This is an optimization exercise on Yosys and OpenROAD, whose aim is small area and a short achievable clock period, not a production implementation. In this exercise RTL edits were held to simulation tests only and were not proved equivalent to the original. No driver is modelled on the clock port, so clock power and skew are understated where the tree is cut down; a real chip needs a root buffer or a tree. Power figures rest on the tool's default switching activity, not on a simulated workload.

==> flow/design.v <==
module hornet (
	input  clk, reset_n,
	output logic [17:0] s, r, t,
	input  logic [17:0] rsq, dsq,
	output logic  [8:0] mem_a,
	input  logic [17:0] mem_d
);
localparam int TMEM = 0, TS = 1, TAND = 2, TR = 3, TA = 4, TSHL = 5, TSHR = 6, ADD = 7, MS = 8, TXOR = 9, TNOT = 10, ST = 11, SD = 12, RRSQ = 13, RP = 14, RNX = 15, RT = 16, AT = 17, BT = 18, J = 19, NX = 20, TIF = 21, MIF = 22, PR = 23, AMR = 24, AMA = 25, AMB = 26;
localparam int NC = 27;
function automatic [NC-1:0] dec(input logic [4:0] o);
	dec = {NC{1'b0}};
	case (o)
		0  : begin dec[RRSQ] = 1'b1; dec[PR] = 1'b1; dec[AMR] = 1'b1; end
		1  : begin dec[RP] = 1'b1; dec[PR] = 1'b1; end
		2  : begin dec[J] = 1'b1; end
		3  : begin dec[J] = 1'b1; dec[RP] = 1'b1; end
		4  : begin dec[RNX] = 1'b1; end
		5  : begin dec[RNX] = 1'b1; dec[NX] = 1'b1; end
		6  : begin dec[TIF] = 1'b1; end
		7  : begin dec[MIF] = 1'b1; end
		8  : begin dec[TMEM] = 1'b1; dec[ST] = 1'b1; end
		9  : begin dec[TMEM] = 1'b1; dec[ST] = 1'b1; dec[AMA] = 1'b1; end
		10 : begin dec[TMEM] = 1'b1; dec[ST] = 1'b1; dec[AMB] = 1'b1; end
		11 : begin dec[TMEM] = 1'b1; dec[ST] = 1'b1; dec[AMA] = 1'b1; end
		12 : begin dec[TS] = 1'b1; dec[SD] = 1'b1; end
		13 : begin dec[TS] = 1'b1; dec[SD] = 1'b1; dec[AMA] = 1'b1; end
		14 : begin dec[TS] = 1'b1; dec[SD] = 1'b1; dec[AMB] = 1'b1; end
		15 : begin dec[TS] = 1'b1; dec[SD] = 1'b1; dec[AMA] = 1'b1; end
		16 : begin dec[TSHR] = 1'b1; dec[MS] = 1'b1; end
		17 : begin dec[TSHL] = 1'b1; end
		18 : begin dec[TSHR] = 1'b1; end
		19 : begin dec[TNOT] = 1'b1; end
		20 : begin dec[ADD] = 1'b1; dec[SD] = 1'b1; end
		21 : begin dec[TAND] = 1'b1; dec[SD] = 1'b1; end
		22 : begin dec[TXOR] = 1'b1; dec[SD] = 1'b1; end
		23 : begin dec[TS] = 1'b1; dec[SD] = 1'b1; end
		24 : begin dec[ST] = 1'b1; end
		25 : begin dec[TR] = 1'b1; dec[ST] = 1'b1; dec[RRSQ] = 1'b1; end
		26 : begin dec[TMEM] = 1'b1; dec[ST] = 1'b1; end
		27 : begin dec[TA] = 1'b1; dec[ST] = 1'b1; end
		28 : ;
		29 : begin dec[RT] = 1'b1; dec[SD] = 1'b1; end
		30 : begin dec[BT] = 1'b1; dec[SD] = 1'b1; end
		31 : begin dec[AT] = 1'b1; dec[SD] = 1'b1; end
	endcase
endfunction
localparam [NC-1:0] C_EX = (NC'(1) << RP) | (NC'(1) << PR);
logic [1:0]  slot;
logic [NC-1:0] c;
logic [4:0]  op_nxt;
logic [12:0] ir;
logic [9:0]  p, p_nxt, p_inca;
logic [17:0] a, t_nxt, s_nxt, r_nxt, a_nxt, r_dec;
logic [8:0]  b, b_nxt, am_nxt;
logic [7:0]  jumpa;
logic        rnz, tz;
always_comb
	case (slot)
		0 : op_nxt = ir[12:8] ^ 5'b10101;
		1 : op_nxt = ir[ 7:3] ^ 5'b01010;
		2 : op_nxt = {ir[2:0] ^ 3'b101, 2'b00};
		default op_nxt = mem_d[17:13] ^ 5'b01010;
	endcase
assign jumpa  = slot[1] ? {p[7:3], ir[2:0]} : ir[7:0];
assign p_inca = {p[9:7], p[6:0] + 7'd1};
genvar gl, gi;
logic [17:0] ro [0:5];
assign ro[0] = r;
generate
	for (gl = 0; gl < 5; gl++) begin : rlvl
		for (gi = 0; gi < 18; gi++) begin : bit_
			if (gi >= (1 << gl)) begin : comb
				assign ro[gl+1][gi] = ro[gl][gi] | ro[gl][gi - (1 << gl)];
			end else begin : pass
				assign ro[gl+1][gi] = ro[gl][gi];
			end
		end
	end
endgenerate
assign r_dec  = r ^ ~{ro[5][16:0], 1'b0};
assign rnz    = ro[5][17];
assign tz     = ~|t;
logic [17:0] pr, gk [0:5], pk [0:5];
logic [18:0] cy;
assign pr    = t ^ s;
assign gk[0] = t & s;
assign pk[0] = pr;
generate
	for (gl = 0; gl < 5; gl++) begin : lvl
		for (gi = 0; gi < 18; gi++) begin : bit_
			if (gi >= (1 << gl)) begin : comb
				assign gk[gl+1][gi] = gk[gl][gi] | (pk[gl][gi] & gk[gl][gi - (1 << gl)]);
				assign pk[gl+1][gi] = pk[gl][gi] & pk[gl][gi - (1 << gl)];
			end else begin : pass
				assign gk[gl+1][gi] = gk[gl][gi];
				assign pk[gl+1][gi] = pk[gl][gi];
			end
		end
	end
endgenerate
assign cy = {gk[5], 1'b0};
logic sel_ms1, sel_asr, sel_x;
assign sel_ms1 = c[MS] & a[0];
assign sel_asr = c[TSHR] & ~sel_ms1;
assign sel_x   = ~(c[TMEM] | c[TS] | c[TAND] | c[TR] | c[TA] | c[TSHL] | c[TSHR] | c[ADD]);
logic [17:0] rest, q;
assign rest = ({18{c[TMEM]}} & mem_d)
            | ({18{c[TS]  }} & s)
            | ({18{c[TAND]}} & (t & s))
            | ({18{c[TR]  }} & r)
            | ({18{c[TA]  }} & a)
            | ({18{c[TSHL]}} & {t[16:0], t[0]})
            | ({18{sel_asr}} & {t[17], t[17:1]})
            | ({18{sel_x  }} & (t ^ (({18{c[TXOR]}} & s) | {18{c[TNOT]}})));
assign q    = {pr[17], pr[17:1]};
always_comb
	for (int i = 0; i < 18; i++)
		t_nxt[i] = (cy[i]   ? (rest[i] | (c[ADD] & ~pr[i])) : (rest[i] | (c[ADD] & pr[i])))
		         | (cy[i+1] ? (sel_ms1 & ~q[i])             : (sel_ms1 & q[i]));
assign s_nxt = ({18{c[ST]}} & t) | ({18{c[SD]}} & dsq) | ({18{~(c[ST] | c[SD])}} & s);
logic r_rsq, r_dc, r_h;
assign r_dc  = c[RNX] & rnz;
assign r_rsq = c[RRSQ] | (c[RNX] & ~rnz);
assign r_h   = ~(c[RRSQ] | c[RP] | c[RNX] | c[RT]);
assign r_nxt = ({18{r_rsq}} & rsq) | ({18{c[RP]}} & {8'd0, p}) | ({18{r_dc}} & r_dec)
             | ({18{c[RT]}} & t) | ({18{r_h}} & r);
assign a_nxt = c[MS] ? {a[0] ? pr[0] : t[0], a[17:1]} : c[AT] ? t : a;
assign b_nxt = c[BT] ? t[8:0] : b;
logic jmp, p_h, p_i, am_p;
assign jmp    = c[J] | (c[NX] & rnz) | (c[TIF] & tz) | (c[MIF] & ~t[17]);
assign p_h    = c[NX] & ~rnz;
assign p_i    = ~(c[PR] | c[J] | c[NX]) & ~jmp;
assign p_nxt  = ({10{c[PR]}} & r[9:0]) | ({10{jmp}} & {2'b00, jumpa}) | ({10{p_h}} & p) | ({10{p_i}} & p_inca);
assign am_p   = ~(c[AMR] | c[AMA] | c[AMB]) & ~jmp;
assign am_nxt = ({9{c[AMR]}} & r[8:0]) | ({9{jmp}} & {1'b0, jumpa}) | ({9{c[AMA]}} & a[8:0])
              | ({9{c[AMB]}} & b) | ({9{am_p}} & p[8:0]);
always_ff @ (posedge clk or negedge reset_n)
	if (~reset_n) begin
		t     <= 0;
		s     <= 0;
		r     <= 0;
		mem_a <= 0;
	end else begin
		t     <= t_nxt;
		s     <= s_nxt;
		r     <= r_nxt;
		mem_a <= am_nxt;
	end
always_ff @ (posedge clk)
	if (~reset_n) begin
		slot    <= 2'd1;
		c       <= C_EX;
		p       <= 0;
		a       <= 0;
		b       <= 0;
		ir[7:0] <= 8'b01011010;
	end else begin
		slot  <= slot + 2'd1;
		c     <= dec(op_nxt);
		p     <= p_nxt;
		a     <= a_nxt;
		b     <= b_nxt;
		if (slot == 3) ir[7:0] <= mem_d[7:0];
	end
always_ff @ (posedge clk)
	if (slot == 3) ir[12:8] <= mem_d[12:8];
endmodule  
==> flow/config.mk <==
export PLATFORM = sky130hd
export DESIGN_NAME = hornet
export DESIGN_NICKNAME = hornet
export VERILOG_FILES = /design/flow/design.v
export SDC_FILE = /design/flow/constraint.sdc
export NUM_CORES = 4
export LEC_CHECK = 0
export ABC_AREA = 1
export CAP_MARGIN = 20
export CORE_MARGIN = 2
export CORE_UTILIZATION = 60
export CTS_BUF_LIST = sky130_fd_sc_hd__clkbuf_16
export SETUP_SLACK_MARGIN = 3.1
export SLEW_MARGIN = 20
==> flow/constraint.sdc <==
create_clock -name core_clock -period 5.0 [get_ports {clk}]
set_input_delay 1.0000 -clock core_clock [delete_from_list [all_inputs] [get_ports {clk}]]
set_output_delay 1.0000 -clock core_clock [all_outputs]
set_load 0.01 [all_outputs]
standard.sh (not shown) runs the stock make flow with config.mk's settings and CLKGATE_MAP_FILE= SYNTH_SCRIPT=/design/flow/synth_recipe.tcl, a recipe that flattens the netlist after the stock synthesis.
==> flow/flow/run.sh <==
#!/bin/bash
# Layout flow: the standard layout (standard.sh) with these changes:
#  - synthesis maps the adder to plain gates (ADDER_MAP_FILE empty) instead of
#    full/half-adder cells; the registers are the standard synthesis's;
#  - every port gets the smallest buffer (buf_1) instead of the one
#    buffer_ports picks by itself; timing repair resizes them as needed;
#  - after CTS, flow/post_cts.tcl rebuilds the clock tree as two balanced
#    levels of clkbuf_16 (4 on the clock port, 12 leaves) and repairs timing
#    there (the repair CTS would do before it is skipped);
#  - global routing repairs setup with a smaller margin (2.9 ns) than the
#    placement and CTS steps (config.mk's 3.1 ns).
# Each tool's output goes to the ORFS logs under orfs/logs; make's output to
# synth.log, cts.log and layout.log here.
set -euo pipefail
here=$(pwd)
ports="BUFFER_PORTS_ARGS=-buffer_cell sky130_fd_sc_hd__buf_1"
bash standard.sh ADDER_MAP_FILE= synth > synth.log 2>&1
bash standard.sh ADDER_MAP_FILE= "$ports" POST_CTS_TCL="$here/flow/post_cts.tcl" \
  SKIP_CTS_REPAIR_TIMING=1 cts > cts.log 2>&1
bash standard.sh ADDER_MAP_FILE= "$ports" SETUP_SLACK_MARGIN=2.9 finish > layout.log 2>&1
==> flow/flow/post_cts.tcl <==
# POST_CTS_TCL hook: replace the clock tree that CTS built by a two-level tree
# (the clock port drives 4 clkbuf_16, each driving 3 clkbuf_16 leaves at the
# centres of k-means clusters of the flip-flops), then legalize and repair
# timing again as cts.tcl does.
source [file join [file dirname [info script]] flatclk.tcl]
two_level_clock_tree 4 12 sky130_fd_sc_hd__clkbuf_16
detailed_placement
estimate_parasitics -placement
report_clock_skew
repair_timing_helper
detailed_placement
check_placement -verbose
estimate_parasitics -placement
report_worst_slack -max
report_worst_slack -min
Other scripts of this flow, unchanged in this note and not shown: flow/flow/flatclk.tcl
Edit:
--- a/flow/flow/run.sh
+++ b/flow/flow/run.sh
@@ -8 +8 @@
-#    levels of clkbuf_16 (4 on the clock port, 12 leaves) and repairs timing
+#    levels (4 clkbuf_16 on the clock port, 12 clkbuf_8 leaves) and repairs timing
--- a/flow/flow/post_cts.tcl
+++ b/flow/flow/post_cts.tcl
@@ -2 +2 @@
-# (the clock port drives 4 clkbuf_16, each driving 3 clkbuf_16 leaves at the
+# (the clock port drives 4 clkbuf_16, each driving 3 clkbuf_8 leaves at the
@@ -6 +6 @@
-two_level_clock_tree 4 12 sky130_fd_sc_hd__clkbuf_16
+two_level_clock_tree 4 12 sky130_fd_sc_hd__clkbuf_16 sky130_fd_sc_hd__clkbuf_8
The changed run finished clean. Total power is lower by 3.6%. Synthesized cell count stays the same. Synthesized area is unchanged. Cell area drops by 0.91%. Sequential power barely changes. Core utilization falls by 0.63 points. Worst setup slack gets worse by 6.5 ps. Routed wire length stays flat. Hold slack gets better by 6.5 ps. Register-to-register slack is about the same.
Edit:
==> flow/flow/run.sh (replaced) <==
#!/bin/bash
# Layout flow: the standard layout (standard.sh) with these changes:
#  - synthesis maps the adder to plain gates (ADDER_MAP_FILE empty) instead of
#    full/half-adder cells; the registers are the standard synthesis's;
#  - every port gets the smallest buffer (buf_1) instead of the one
#    buffer_ports picks by itself; timing repair resizes them as needed;
#  - after CTS, flow/post_cts.tcl rebuilds the clock tree as two balanced
#    levels (4 clkbuf_16 on the clock port, 12 clkbuf_8 leaves) and repairs timing.
# Each tool's output goes to the ORFS logs under orfs/logs; make's output to
# synth.log and layout.log here.
set -euo pipefail
here=$(pwd)
bash standard.sh ADDER_MAP_FILE= synth > synth.log 2>&1
bash standard.sh ADDER_MAP_FILE= "BUFFER_PORTS_ARGS=-buffer_cell sky130_fd_sc_hd__buf_1" \
  POST_CTS_TCL="$here/flow/post_cts.tcl" finish > layout.log 2>&1
The changed run passed the timing, design-rule and antenna checks.
Synthesized area does not change.
Cell area rises by roughly a tenth.
Maximum frequency is higher by a few percent.
Sequential power came out lower by roughly a tenth.
First-iteration DRC count is higher by a quarter to a third.
Via count climbs by a few percent.
Global-route usage is higher by 2.1 points.
Register-to-register slack gets better by 60 ps.
Routed wire length climbs by roughly a tenth.
Power grows by about a fifth.
Die area is unchanged.
No run of this note takes its clock network from TritonCTS; it comes from the design's own scripts or RTL.

-- re-timing with driven ports --
No port has a modelled driver above. Below, the same layouts with a new extraction and two added sets of constraints.
Step 1: set_driving_cell puts a clkbuf_16 on clk and a buf_2 on each other input, an assumption about the parent block.
Step 2 adds t to the input delays and takes it off the output delays; t is the mean of the earliest and latest rising clock arrival at the registers after step 1. Input paths then give back, and output paths get back, about the clock's delay inside the block.
a / b / c = no drivers / after step 1 / after step 2; a / b = the first two.
| run | t (ns) | setup slack, ns | worst hold slack (ns) |
|---|---|---|---|
| the first run | 0.367 | 2.988 / 2.932 / 2.738 | 0.460 / 0.460 / 0.460 |
| the second run | 0.369 | 2.982 / 2.976 / 2.769 | 0.466 / 0.466 / 0.466 |
| the third run | 0.385 | 3.031 / 2.934 / 2.792 | 0.466 / 0.466 / 0.466 |
After both steps setup and hold are still met in every run listed. The setup slack of the first run, which loses most, moves by -0.056 ns with the drivers and by -0.250 ns with both steps.
